From an optimization exercise on the open Yosys and OpenROAD flow, aimed at small area and a short achievable clock period; shortcuts taken in it are not production practice. RTL that was checked went through simulation tests only; none was proved equivalent to the original. No activity file was given, so power comes from the tool's default toggle rates.

## lane 1
## PE
module PE (
    input clk,
    input rst,
    input logic [31:0] PE_in_a,
    input logic [31:0] PE_in_b,
    output logic [31:0] PE_out_r
);
==> flow/config.mk <==
export PLATFORM = sky130hd
export DESIGN_NAME = PE
export DESIGN_NICKNAME = PE
export VERILOG_FILES = /design/flow/design.v
export SDC_FILE = /design/flow/constraint.sdc
export NUM_CORES = 4
export LEC_CHECK = 0
export CAP_MARGIN = 20
export CORE_MARGIN = 2
export CORE_UTILIZATION = 40
export SETUP_SLACK_MARGIN = 5
export SLEW_MARGIN = 20
==> flow/constraint.sdc <==
create_clock -name core_clock -period 12.0 [get_ports {clk}]
set_input_delay 2.4000 -clock core_clock [delete_from_list [all_inputs] [get_ports {clk}]]
set_output_delay 2.4000 -clock core_clock [all_outputs]
set_load 0.01 [all_outputs]
run.sh (not shown) runs the stock make flow with config.mk's settings and CLKGATE_MAP_FILE= SYNTH_SCRIPT=/design/flow/synth_recipe.tcl, a recipe that flattens the netlist after the stock synthesis.
The inputs of lane 2 differ from those of lane 1 as listed below.
# lane 1
export LEC_CHECK = 0
export CAP_MARGIN = 20
export CORE_MARGIN = 2
export CORE_UTILIZATION = 40
export SETUP_SLACK_MARGIN = 5
export SLEW_MARGIN = 20
create_clock -name core_clock -period 12.0 [get_ports {clk}]
# lane 2
export LEC_CHECK = 0
export ABC_AREA = 1
export CAP_MARGIN = 20
export CORE_MARGIN = 2
export CORE_UTILIZATION = 40
export SETUP_SLACK_MARGIN = 5
export SLEW_MARGIN = 20
create_clock -name core_clock -period 12.0 [get_ports {clk}]
Notes after the runs:
- The final layouts of lane 1 and lane 2 pass the timing, DRC and antenna checks.
- Going from lane 1 to lane 2, required time of the worst setup path shows no meaningful change; largest fanout on the critical path shows an increase of 98; maximum frequency shows an increase of 5.3%; count of input and output buffers shows no meaningful change.
- Lower utilization was reported by lane 2, not lane 1.
- Per the comparison of lane 2 with lane 1, worst slack at placement saw an increase; reported leakage power saw an increase.
Function was not checked in any run of this note: the RTL went through the layout flow alone.

* * *

Setup of build 74:
PE, a different RTL version from the one above (not shown whole).
Size: roughly 98 I/O pins, about 17000 µm² of cells after synthesis.
Settings: LEC_CHECK=0, CAP_MARGIN=20, CORE_MARGIN=2, CORE_UTILIZATION=55, CTS_CLUSTER_DIAMETER=90, CTS_CLUSTER_SIZE=30, SLEW_MARGIN=20; clock period 12.0 ns.
standard.sh (not shown) runs the stock make flow with config.mk's settings and CLKGATE_MAP_FILE= SYNTH_SCRIPT=/design/flow/synth_recipe.tcl, a recipe that flattens the netlist after the stock synthesis.
==> flow/flow/run.sh <==
#!/bin/bash
set -euo pipefail
bash standard.sh finish SETUP_SLACK_MARGIN=8.4 "BUFFER_PORTS_ARGS=-buffer_cell sky130_fd_sc_hd__buf_2" SYNTH_KEEP_MODULES=fp_fa > flow.log 2>&1
> inputs changed (build 74 -> build 8)
Settings: CTS_CLUSTER_SIZE changed from 30 to 24; SETUP_SLACK_MARGIN newly set to 5; CTS_CLUSTER_DIAMETER changed from 90 to 80.
==> flow/run.sh (new file) <==
#!/bin/bash
# synth_recipe.tcl (not shown) runs the flow's synth.tcl, then flattens the netlist and writes it again
# the make line also repeats each setting of config.mk as NAME=value (left out here)
make -C /OpenROAD-flow-scripts/flow DESIGN_CONFIG=/design/flow/config.mk WORK_HOME=/design/flow/orfs CLKGATE_MAP_FILE= SYNTH_SCRIPT=/design/flow/synth_recipe.tcl finish
removed: flow/flow/run.sh
removed: flow/standard.sh
## What came out
Delay of the slowest cell on the worst path was higher in build 8 than in build 74.
Re worst slew slack as a fraction of its limit: build 8 and build 74 aren't equal, and the lower value belongs to build 8.
Lower data arrival time of the critical path was reported by build 74, not build 8.
Compared with build 74, build 8 has less setup slack.
Build 74 fits on a die that is smaller than the die of build 8.
Compared with build 74, build 8 shows internal portion of total power that has gone up by a few percent.
Delta (build 8 minus build 74): power density over cell area moved up; multi-input logic cell count went down by 28.
Build 8 vs. build 74: utilization saw an increase, net count of the mapped netlist went up.
Compared with build 74, build 8 shows multiplexer share of the synthesized area higher by 1.2 points.
Setup changes, build 8 to build 79
Settings: clearing SETUP_SLACK_MARGIN, which used to be 5; putting TNS_END_PERCENT at 60 where nothing was set.
==> flow/flow/run.sh (new file) <==
#!/bin/bash
set -euo pipefail
bash standard.sh finish SETUP_SLACK_MARGIN=8.4 "BUFFER_PORTS_ARGS=-buffer_cell sky130_fd_sc_hd__buf_2" SYNTH_KEEP_MODULES=fp_fa > flow.log 2>&1
==> flow/standard.sh (new file) <==
#!/bin/bash
# synth_recipe.tcl (not shown) runs the flow's synth.tcl, then flattens the netlist and writes it again
# the make line also repeats each setting of config.mk as NAME=value (left out here)
make -C /OpenROAD-flow-scripts/flow DESIGN_CONFIG=/design/flow/config.mk WORK_HOME=/design/flow/orfs CLKGATE_MAP_FILE= SYNTH_SCRIPT=/design/flow/synth_recipe.tcl "${@:-finish}"
removed: flow/run.sh
==> run notes <==
Of build 8 and build 79, the lower global-route met3 utilization belongs to build 79.
On final design utilization, the lower figure sits with build 79, not build 8.
Compared build 79 vs build 8, and synthesized-area fraction occupied by and/or/nand/nor cells is up in build 79.
From build 79 to build 8, CTS sink count did not move at all.
In build 79 the layout inverter count without the clock tree turned out 87 lower than in build 8.
Build 79 ends up with a maximum single-stage delay on the critical path that is 70 ps lower than in build 8.
[compare] base=build 8 new=build 79: number of nets at the end of the flow lost 2.7%; final worst-path cycle share went down by 3.6 points; total of plain and repair buffers excluding clock buffers saw an increase.
The higher net load switching power of build 8 and build 79 is in build 8.
Changes in build 17 relative to build 79:
Settings: a deleted TNS_END_PERCENT that had been 60.
==> flow/flow/run.sh <==
#!/bin/bash
set -euo pipefail
bash standard.sh finish SETUP_SLACK_MARGIN=8.45 "BUFFER_PORTS_ARGS=-buffer_cell sky130_fd_sc_hd__buf_2" SYNTH_KEEP_MODULES=fp_fa > flow.log 2>&1
### Flow results
- Build 79 → build 17: met3 layer wire length in the routed design up 3.0%; clock-cell share of area now sits lower; signal arrival time at the worst endpoint dropped 110 ps; setup slack has increased.
Input-level comparison between build 95 and build 17:
==> flow/flow/run.sh <==
#!/bin/bash
set -euo pipefail
bash standard.sh finish SETUP_SLACK_MARGIN=8.4 "BUFFER_PORTS_ARGS=-buffer_cell sky130_fd_sc_hd__buf_2" SYNTH_KEEP_MODULES=fp_fa > flow.log 2>&1
Notes after the runs:
Between build 17 and build 95, buffers inserted during post-CTS setup optimization is lower for build 95, build 17 comes in above that. Changes observed in build 95 relative to build 17: count of placed standard cells in the final layout, fillers left out has decreased, power has remained practically unchanged. Measured against build 17, the non-clock buffer count of build 95 comes out at 0.844 times the reference value. Between build 17 and build 95, the met2 routing resource usage after global routing does not differ in any meaningful way. From build 17 to build 95 the numbers moved as follows: detailed-route via count went down about 0.9%, minimum setup slack in the final design went down 45 ps, worst hold slack held, share of the clock period used by the worst path after layout went up 0.37 points. Build 95: no failed stages, no open violations at the end. Cell count along the critical path: build 17 vs build 95, no meaningful difference. met3 capacity usage during global routing across build 17 and build 95: no real change.
Input-level comparison between build 3 and build 95:
==> flow/flow/run.sh <==
#!/bin/bash
set -euo pipefail
bash standard.sh finish SETUP_SLACK_MARGIN=8.6 "BUFFER_PORTS_ARGS=-buffer_cell sky130_fd_sc_hd__buf_2" SYNTH_KEEP_MODULES=fp_fa > flow.log 2>&1
--- outcome ---
Build 95 has a lower combinational power than build 3.
Looking at proportion of final cell area spent on non-clock buffers, build 3 sits 2.6 points higher than build 95 does.
Looking at core utilization, build 3 sits 2.5 points above build 95.
Between build 3 and build 95, the clock insertion delay at the later pin of the skew report figures differ only marginally.
Relative slew slack, build 95 and build 3: larger value in build 95
Looking at via count across build 95 and build 3, the one that comes out lower is build 95.
Run comparison: build 3 worst setup path endpoint PE_out_r[27]; build 95 worst setup path endpoint PE_out_r[15]
On part of the total power dissipated in the clock network, the lower figure sits with build 95, not build 3.
Register fraction of the total cell area was higher in build 95 than in build 3.
Build 3 reports a higher setup slack than build 95 does.

==> separate check: timing with driven ports <==
The results above use ideal ports. As a check the final layouts listed here were re-extracted and re-timed, cells and wires unchanged. Step 1: set_driving_cell puts a clkbuf_16 on clk and a buf_2 on each other input, an assumption about the parent block. Step 2 times the ports against the registers' clock, not the clock port: input delays grow and output delays shrink by t, the midpoint of the rising clock arrivals with the driver on. a / b / c = ideal ports / drivers / drivers and shift; a / b = the first two.
run	shift t [ns]	setup WS [ns]	worst hold slack (ns)	latest minus earliest clock arrival (ns)	worst register clock-pin slew, ns
lane 1	0.626	6.785 / 6.785 / 6.785	0.336 / 0.336 / 0.336	0.014 / 0.014	0.07 / 0.07
lane 2	0.633	7.047 / 7.047 / 7.047	0.341 / 0.341 / 0.341	0.021 / 0.021	0.07 / 0.07
build 74	0.556	8.423 / 8.371 / 8.027	0.358 / 0.358 / 0.358	0.016 / 0.016	0.11 / 0.11
build 8	0.575	7.942 / 7.887 / 7.616	0.360 / 0.360 / 0.360	0.023 / 0.023	0.10 / 0.10
build 79	0.562	8.373 / 8.318 / 8.092	0.362 / 0.362 / 0.362	0.027 / 0.027	0.10 / 0.10
build 17	0.557	8.478 / 8.427 / 8.104	0.356 / 0.356 / 0.356	0.012 / 0.012	0.10 / 0.10
build 95	0.557	8.434 / 8.383 / 7.977	0.355 / 0.355 / 0.355	0.014 / 0.014	0.10 / 0.10
build 3	0.557	8.522 / 8.470 / 8.103	0.355 / 0.355 / 0.355	0.029 / 0.029	0.10 / 0.10
After both steps every run listed still meets setup and hold. For build 95, which loses most, drivers alone change the setup slack by -0.051 ns; drivers and shift together by -0.457 ns.
